Background: an optimization exercise with open tools, aiming at small area, a short achievable clock period and few clock cycles per item. Do not read the settings as production practice. Power and IR drop assume default switching activity.

==> flow/design.v <==
`timescale          1ns/1ps
`default_nettype    none
module MS_DMAC_AHBL (
    input   wire    HCLK,
    input   wire    HRESETn,
    output  wire    IRQ,
    input wire          HSEL,
    input wire [31:0]   HADDR,
    input wire [1:0]    HTRANS,
    input wire          HWRITE,
    input wire          HREADY,
    input wire [31:0]   HWDATA,
    input wire [2:0]    HSIZE,
    output wire         HREADYOUT,
    output wire [31:0]  HRDATA,
    output wire [31:0]  M_HADDR,
    output wire [1:0]   M_HTRANS,
    output wire [2:0] 	M_HSIZE,
    output wire         M_HWRITE,
    output wire [31:0]  M_HWDATA,
    input wire          M_HREADY,
    input wire [31:0]   M_HRDATA
);
    reg         we_ctrl, we_saddr, we_daddr, we_size, we_trig;
    wire [15:0] a = HADDR[15:0];
    wire        a_ctrl  = (a == 16'h00);
    wire        a_stat  = (a == 16'h04);
    wire        a_saddr = (a == 16'h08);
    wire        a_daddr = (a == 16'h0C);
    wire        a_size  = (a == 16'h10);
    wire        a_trig  = (a == 16'h14);
    wire        a_none  = ~(a_ctrl | a_stat | a_saddr | a_daddr | a_size | a_trig);
    wire        wr_ap   = HSEL & HWRITE & HTRANS[1];
    always @(posedge HCLK) begin
        if (HREADY) begin
            we_ctrl  <= wr_ap & a_ctrl;
            we_saddr <= wr_ap & a_saddr;
            we_daddr <= wr_ap & a_daddr;
            we_size  <= wr_ap & a_size;
            we_trig  <= wr_ap & a_trig;
        end
    end
    reg [31:0]  CTRL_REG;
    reg [31:0]  SADDR_REG;
    reg [31:0]  DADDR_REG;
    reg [15:0]  SIZE_REG;
    reg         TRIG_REG;
    reg         done_r;
    reg         irq_r;
    wire        done_set;
    wire [31:0] ctrl_nx  = we_ctrl  ? HWDATA        : CTRL_REG;
    wire [31:0] saddr_nx = we_saddr ? HWDATA        : SADDR_REG;
    wire [31:0] daddr_nx = we_daddr ? HWDATA        : DADDR_REG;
    wire [15:0] size_nx  = we_size  ? HWDATA[15:0]  : SIZE_REG;
    wire        trig_nx  = we_trig  ? HWDATA[0]     : (TRIG_REG & ~done_set);
    wire        done_nx  = we_trig  ? 1'b0          : (done_r | done_set);
    wire        irq_nx   = done_nx & ctrl_nx[0];
    always @(posedge HCLK or negedge HRESETn)
        if (~HRESETn) begin
            CTRL_REG  <= 32'h0;
            SADDR_REG <= 32'h0;
            DADDR_REG <= 32'h0;
            SIZE_REG  <= 16'h0;
            TRIG_REG  <= 1'b0;
            done_r    <= 1'b0;
            irq_r     <= 1'b0;
        end else begin
            CTRL_REG  <= ctrl_nx;
            SADDR_REG <= saddr_nx;
            DADDR_REG <= daddr_nx;
            SIZE_REG  <= size_nx;
            TRIG_REG  <= trig_nx;
            done_r    <= done_nx;
            irq_r     <= irq_nx;
        end
    wire        EN        = CTRL_REG[0];
    wire [1:0]  SRC_TYPE  = CTRL_REG[17:16];
    wire        SRC_AI    = CTRL_REG[18];
    wire [1:0]  DEST_TYPE = CTRL_REG[25:24];
    wire        DEST_AI   = CTRL_REG[26];
    assign IRQ = irq_r;
    reg [31:0]  rdata_r;
    always @(posedge HCLK)
        rdata_r <= ({32{a_ctrl}}  & ctrl_nx)
                 | ({32{a_stat}}  & {31'h0, irq_nx})
                 | ({32{a_saddr}} & saddr_nx)
                 | ({32{a_daddr}} & daddr_nx)
                 | ({32{a_size}}  & {16'h0, size_nx})
                 | ({32{a_trig}}  & {31'h0, trig_nx})
                 | ({32{a_none}}  & 32'hDEADBEEF);
    assign HRDATA    = rdata_r;
    assign HREADYOUT = 1'b1;
    reg         s_r0;        
    reg         s_rd;        
    reg         s_wn;        
    reg         s_wp;        
    reg         s_wf;        
    reg         s_bub;       
    reg         s_fdp;       
    reg         htrans_r;
    reg         hwrite_r;
    reg [1:0]   hsize_r;
    reg [15:0]  rem;         
    reg         last;        
    wire        last_nx;
    reg [31:0]  cur;         
    reg [31:0]  alt;         
    wire idle  = ~(s_r0 | s_rd | s_wn | s_wp | s_wf | s_bub | s_fdp);
    wire rdy   = M_HREADY;
    wire start = idle & trig_nx & ctrl_nx[0];
    wire n_r0  = start;
    wire n_rd  = rdy ? ((s_r0 & ~last) | s_wn)  : s_rd;
    wire n_wn  = rdy ? (s_rd & ~last)           : s_wn;
    wire n_wp  = rdy ? (s_rd & last)            : s_wp;
    wire n_wf  = rdy ? (s_wp | s_bub)           : s_wf;
    wire n_bub = rdy ? (s_r0 & last)            : s_bub;
    wire n_fdp = rdy ? s_wf                     : s_fdp;
    wire n_r0h = ~rdy & s_r0;
    assign done_set = s_fdp & rdy;
    always @(posedge HCLK or negedge HRESETn)
        if (~HRESETn) begin
            s_r0     <= 1'b0;
            s_rd     <= 1'b0;
            s_wn     <= 1'b0;
            s_wp     <= 1'b0;
            s_wf     <= 1'b0;
            s_bub    <= 1'b0;
            s_fdp    <= 1'b0;
            htrans_r <= 1'b0;
            hwrite_r <= 1'b0;
        end else begin
            s_r0     <= n_r0 | n_r0h;
            s_rd     <= n_rd;
            s_wn     <= n_wn;
            s_wp     <= n_wp;
            s_wf     <= n_wf;
            s_bub    <= n_bub;
            s_fdp    <= n_fdp;
            htrans_r <= n_r0 | n_r0h | n_rd | n_wn | n_wp | n_wf;
            hwrite_r <= n_wn | n_wp | n_wf;
        end
    wire n_wr   = n_wn | n_wp | n_wf;
    wire n_swap = ((n_r0 | n_r0h) & last_nx) | n_rd | n_wn;
    wire n_incr = ((n_r0 | n_r0h) & ~last_nx) | n_wp;
    wire [1:0]  n_typ = n_wr ? ctrl_nx[25:24] : ctrl_nx[17:16];
    wire        n_ai  = n_wr ? ctrl_nx[26]    : ctrl_nx[18];
    reg         op_swap, op_incr;
    reg [3:0]   step;
    always @(posedge HCLK or negedge HRESETn)
        if (~HRESETn) begin
            op_swap <= 1'b0;
            op_incr <= 1'b0;
        end else begin
            op_swap <= n_swap;
            op_incr <= n_incr;
        end
    always @(posedge HCLK) begin
        hsize_r <= n_typ;
        step    <= n_ai ? (4'h1 << n_typ) : 4'h0;
    end
    wire is_rd = s_r0 | s_rd;
    wire [31:0] nxt = cur + {28'h0, step};
    wire [31:0] cur_val = idle ? SADDR_REG : (op_swap ? alt : nxt);
    wire [31:0] alt_val = idle ? DADDR_REG : nxt;
    wire [15:0] rem_val = idle ? SIZE_REG  : rem - 16'h1;
    wire        lst_val = idle ? (SIZE_REG == 16'h0) : (rem == 16'h1);
    wire        cur_en  = idle | (rdy & (op_swap | op_incr));
    wire        alt_en  = idle | (rdy & op_swap);
    wire        rem_en  = idle | (rdy & is_rd);
    assign      last_nx = rem_en ? lst_val : last;
    always @(posedge HCLK) begin
        if (rem_en) begin
            rem  <= rem_val;
            last <= lst_val;
        end
        if (alt_en)
            alt <= alt_val;
    end
    always @(posedge HCLK or negedge HRESETn)
        if (~HRESETn)
            cur <= 32'h0;
        else if (cur_en)
            cur <= cur_val;
    reg         dp_r, dp_r0, dp_w;
    reg [31:0]  qa, qb;
    always @(posedge HCLK)
        if (rdy) begin
            dp_r  <= htrans_r & ~hwrite_r;
            dp_r0 <= s_r0;
            dp_w  <= htrans_r &  hwrite_r;
        end
    always @(posedge HCLK) begin
        if (dp_r & dp_r0)
            qa <= M_HRDATA;
        else if (dp_w & rdy)
            qa <= qb;
        if (dp_r & ~dp_r0)
            qb <= M_HRDATA;
    end
    assign M_HADDR  = cur;
    assign M_HTRANS = {htrans_r, 1'b0};
    assign M_HWRITE = hwrite_r;
    assign M_HSIZE  = {1'b0, hsize_r};
    assign M_HWDATA = qa;
endmodule
==> flow/config.mk <==
export PLATFORM = sky130hd
export DESIGN_NAME = MS_DMAC_AHBL
export DESIGN_NICKNAME = MS_DMAC_AHBL
export VERILOG_FILES = /design/flow/design.v
export SDC_FILE = /design/flow/constraint.sdc
export NUM_CORES = 4
export LEC_CHECK = 0
export ABC_CLOCK_PERIOD_IN_PS = 2500
export CAP_MARGIN = 20
export CORE_MARGIN = 2
export CORE_UTILIZATION = 55
export CTS_CLUSTER_DIAMETER = 100
export CTS_CLUSTER_SIZE = 25
export SETUP_SLACK_MARGIN = 4.5
export SLEW_MARGIN = 20
export TNS_END_PERCENT = 100
==> flow/constraint.sdc <==
create_clock -name core_clock -period 7.0 [get_ports {HCLK}]
set_input_delay 1.4000 -clock core_clock [delete_from_list [all_inputs] [get_ports {HCLK}]]
set_output_delay 1.4000 -clock core_clock [all_outputs]
set_load 0.01 [all_outputs]
standard.sh (not shown) runs the stock make flow with config.mk's settings and CLKGATE_MAP_FILE= SYNTH_SCRIPT=/design/flow/synth_recipe.tcl, a recipe that flattens the netlist after the stock synthesis.
==> flow/flow/run.sh <==
#!/bin/bash
# Standard layout, with every port buffered by the smallest buffer
# (timing repair resizes them where it needs to).
set -euo pipefail
export BUFFER_PORTS_ARGS="-buffer_cell sky130_fd_sc_hd__buf_1"
bash standard.sh synth > synth.log 2>&1
bash standard.sh > layout.log 2>&1
Next try:
--- a/flow/design.v
+++ b/flow/design.v
@@ -158,46 +158,48 @@
         hsize_r <= n_typ;
         step    <= n_ai ? (4'h1 << n_typ) : 4'h0;
     end
     wire is_rd = s_r0 | s_rd;
+    wire swap  = rdy & op_swap;
+    wire incr  = rdy & op_incr;
     wire [31:0] nxt = cur + {28'h0, step};
-    wire [31:0] cur_val = idle ? SADDR_REG : (op_swap ? alt : nxt);
-    wire [31:0] alt_val = idle ? DADDR_REG : nxt;
-    wire [15:0] rem_val = idle ? SIZE_REG  : rem - 16'h1;
-    wire        lst_val = idle ? (SIZE_REG == 16'h0) : (rem == 16'h1);
-    wire        cur_en  = idle | (rdy & (op_swap | op_incr));
-    wire        alt_en  = idle | (rdy & op_swap);
-    wire        rem_en  = idle | (rdy & is_rd);
-    assign      last_nx = rem_en ? lst_val : last;
+    wire [15:0] rem_nx  = idle ? SIZE_REG : (rdy & is_rd) ? rem - 16'h1 : rem;
+    assign      last_nx = idle ? (SIZE_REG == 16'h0) : (rdy & is_rd) ? (rem == 16'h1) : last;
     always @(posedge HCLK) begin
-        if (rem_en) begin
-            rem  <= rem_val;
-            last <= lst_val;
-        end
-        if (alt_en)
-            alt <= alt_val;
+        rem  <= rem_nx;
+        last <= last_nx;
+        if (idle)
+            alt <= DADDR_REG;
+        else if (swap)
+            alt <= nxt;
     end
     always @(posedge HCLK or negedge HRESETn)
         if (~HRESETn)
             cur <= 32'h0;
-        else if (cur_en)
-            cur <= cur_val;
+        else if (idle)
+            cur <= SADDR_REG;
+        else if (swap)
+            cur <= alt;
+        else if (incr)
+            cur <= nxt;
     reg         dp_r, dp_r0, dp_w;
     reg [31:0]  qa, qb;
     always @(posedge HCLK)
         if (rdy) begin
             dp_r  <= htrans_r & ~hwrite_r;
             dp_r0 <= s_r0;
             dp_w  <= htrans_r &  hwrite_r;
         end
-    always @(posedge HCLK) begin
-        if (dp_r & dp_r0)
+    always @(posedge HCLK or negedge HRESETn)
+        if (~HRESETn)
+            qa <= 32'h0;
+        else if (dp_r & dp_r0)
             qa <= M_HRDATA;
         else if (dp_w & rdy)
             qa <= qb;
+    always @(posedge HCLK)
         if (dp_r & ~dp_r0)
             qb <= M_HRDATA;
-    end
     assign M_HADDR  = cur;
     assign M_HTRANS = {htrans_r, 1'b0};
     assign M_HWRITE = hwrite_r;
     assign M_HSIZE  = {1'b0, hsize_r};
Routed wire length rose slightly.
Power increases by a few percent.
Synthesized area went up slightly.
Core utilization hardly moves.
Hold slack loses 0.027 ns.
Flip-flop and latch count stays the same.
Non-clock buffer count came out higher by 19.
Die area is higher slightly.
Function was not checked in any run of this note: the RTL went through the layout flow alone.

==> re-timing with driven ports <==
Ports are ideal in the flow. The routed layouts listed here were re-timed in OpenROAD.
Step 1: set_driving_cell puts a clkbuf_16 on HCLK and a buf_2 on each other input, an assumption about the parent block.
Step 2 times the ports against the registers' clock, not the clock port: input delays grow and output delays shrink by t, the midpoint of the rising clock arrivals with the driver on.
a / b / c = no drivers / after step 1 / after step 2; a / b = the first two.
run | shift t [ns] | setup slack, ns | clock arrival spread, ns | worst register clock-pin slew, ns
the first run | 0.557 | 4.417 / 4.434 / 3.877 | 0.032 / 0.032 | 0.11 / 0.11
the second run | 0.567 | 4.476 / 4.425 / 3.951 | 0.030 / 0.031 | 0.11 / 0.11
After both steps every run listed still meets setup and hold. For the first run, which loses most, drivers alone change the setup slack by +0.017 ns; drivers and shift together by -0.540 ns.
